This is an optimization exercise on Yosys and OpenROAD, whose aim is small area, a short achievable clock period and few clock cycles, not a production implementation. The RTL was checked by simulation tests, not by an equivalence proof against the original design.

Design mandel_engine, start of the top module:
module mandel_engine (
    input  logic        clk,
    input  logic        reset,
    input  logic        start,
    input  logic [10:0] x,
    input  logic [10:0] y,
    input  logic [31:0] zoom,
    input  logic [31:0] real_center,
    input  logic [31:0] imag_center,
    input  logic [9:0]  max_iter,
    input  logic        stall,
    output logic        valid,
    output logic [9:0]  depth
);
    logic [31:0] op_re_a, op_re_b, add_re, op_im_a, op_im_b, add_im;
    logic        b_re, b_im;
    pixel_to_complex mapper (
        .zoom(zoom), .real_center(real_center), .imag_center(imag_center),
        .x(x), .y(y),
        .op_re_a(op_re_a), .op_re_b(op_re_b), .add_re(add_re),
        .op_im_a(op_im_a), .op_im_b(op_im_b), .add_im(add_im),
        .b_re(b_re), .b_im(b_im)
    );
    depth_engine engine (
        .clk(clk), .reset(reset), .start(start), .stall(stall),
        .max_iter(max_iter),
        .op_re_a(op_re_a), .op_re_b(op_re_b), .add_re(add_re),
        .op_im_a(op_im_a), .op_im_b(op_im_b), .add_im(add_im),
        .b_re(b_re), .b_im(b_im),
        .valid(valid), .depth(depth)
    );
endmodule
For scale: roughly 9200 cells after synthesis, ~220 flip-flops, ~140 I/O pins.
export LEC_CHECK = 0
export ABC_AREA = 1
export CAP_MARGIN = 20
export CORE_MARGIN = 2
export CORE_UTILIZATION = 50
export PLACE_DENSITY = 0.65
export SLEW_MARGIN = 20
export SYNTH_HIERARCHICAL = 1
export SYNTH_MINIMUM_KEEP_SIZE = 0
create_clock -name core_clock -period 15.0 [get_ports {clk}]
standard.sh (not shown) runs the stock make flow with config.mk's settings and CLKGATE_MAP_FILE= SYNTH_SCRIPT=/design/flow/synth_recipe.tcl, a recipe that flattens the netlist after the stock synthesis.
==> flow/flow/run.sh <==
#!/bin/bash
set -euo pipefail
export SETUP_SLACK_MARGIN=7
bash standard.sh > standard.log 2>&1
The starting point went through all stages and came out clean.
Testbench counts at the start, summed over its fixed seeds: cycles 48,109.
Then changed:
ABC_AREA = not set   (was 1)
After rerunning: Non-clock buffer count came out higher by 67; global-route usage went down by 0.24 points; die area is lower by 6.0%; design area falls by 3.7%; worst setup slack degrades by 0.13 ns; wire length came out lower by 5.7%; register-to-register slack got worse by 0.13 ns.
Then changed:
==> flow/flow/run.sh (replaced) <==
#!/bin/bash
set -euo pipefail
export SETUP_SLACK_MARGIN=8
bash standard.sh > standard.log 2>&1
ABC_AREA = 1   (was not set)
Result:
- The changed run went through all stages and came out clean
- via count rose by about a fifth
- count of clock-buffer cells in the layout came out lower by 3
- global-route usage rose by 1.8 points
- cell count rises by a quarter to a third
Then changed:
==> flow/flow/run.sh (replaced) <==
#!/bin/bash
set -euo pipefail
export SETUP_SLACK_MARGIN=7
bash standard.sh > standard.log 2>&1
ABC_AREA = not set   (was 1)
CORE_UTILIZATION = 60   (was 50)
PLACE_DENSITY = 0.72   (was 0.65)
Effect:
- non-clock buffer count fell by 5
- utilization rose by 10 points
- via count fell by about a fifth
- global-route usage rose by 6.0 points
- design area fell by a little under a tenth
- clock-buffer cell count is unchanged

Setup of P:
mandel_engine, a different RTL version from the one above (not shown whole).
Size: about 210 flip-flops, ~70,000 sq um of cells after synthesis.
clock: 15.0 ns
lec_check: 0
cap_margin: 20
core_margin: 2
core_utilization: 50
place_density: 0.65
setup_slack_margin: 5
slew_margin: 20
synth_hierarchical: 1
synth_minimum_keep_size: 0
run.sh (not shown) runs the stock make flow with config.mk's settings and CLKGATE_MAP_FILE= SYNTH_SCRIPT=/design/flow/synth_recipe.tcl, a recipe that flattens the netlist after the stock synthesis.
Stock flow here: none of the scripts above is used.
P | status: complete | timing, DRC, antenna: pass
Testbench counts of P, summed over its fixed seeds: cycles 49,389.
diff inputs: P => Q
- clearing SETUP_SLACK_MARGIN, which used to be 5
==> flow/flow/run.sh (new file) <==
#!/bin/bash
set -euo pipefail
export SETUP_SLACK_MARGIN=7
bash standard.sh > standard.log 2>&1
==> flow/standard.sh (new file) <==
#!/bin/bash
# synth_recipe.tcl (not shown) runs the flow's synth.tcl, then flattens the netlist and writes it again
# the make line also repeats each setting of config.mk as NAME=value (left out here)
make -C /OpenROAD-flow-scripts/flow DESIGN_CONFIG=/design/flow/config.mk WORK_HOME=/design/flow/orfs CLKGATE_MAP_FILE= SYNTH_SCRIPT=/design/flow/synth_recipe.tcl "${@:-finish}"
removed: flow/run.sh
Results
- Q reached the final stage; the timing, DRC and antenna checks on its layout passed.
- Q: largest fanout on the critical path lower than P
- Global-route usage, P and Q: larger value in Q
- Q vs P: non-clock buffer count up in Q
- Q against P: via count went up 1,034; final hold slack now larger; least setup slack across all paths after layout grew by 1.83 ns.

==> separate check: timing with driven ports <==
How much do the figures lean on ideal ports? The routed layouts below were timed once more, with nothing changed but the port constraints.
Step 1 sets driving cells, clkbuf_16 on the clock port and buf_2 on the other inputs (assumed; they add their load-dependent delay and slew).
Step 2 times the ports against the registers' clock, not the clock port: input delays grow and output delays shrink by t, the midpoint of the rising clock arrivals with the driver on.
Slacks: ideal / step 1 / step 2; pairs: ideal / step 1.
run	t, ns	setup WS [ns]	clock arrival spread, ns	worst data-port slew with drivers (ns)	pins driven straight from the clock port
the first run of note 1	0.699	7.200 / 7.188 / 7.188	0.052 / 0.052	0.12	1
the second run of note 1	0.675	7.075 / 7.075 / 6.604	0.018 / 0.018	0.08	1
the third run of note 1	0.742	7.522 / 7.488 / 7.371	0.048 / 0.049	0.16	1
the fourth run of note 1	0.722	6.907 / 6.828 / 6.573	0.041 / 0.040	0.14	1
P	0.653	5.237 / 5.237 / 5.237	0.030 / 0.030	0.06	1
Q	0.669	7.070 / 7.070 / 6.909	0.034 / 0.033	0.06	1
After both steps every run listed still meets setup and hold. The setup slack of the second run of note 1, which loses most, moves by 0.000 ns with the drivers and by -0.471 ns with both steps.
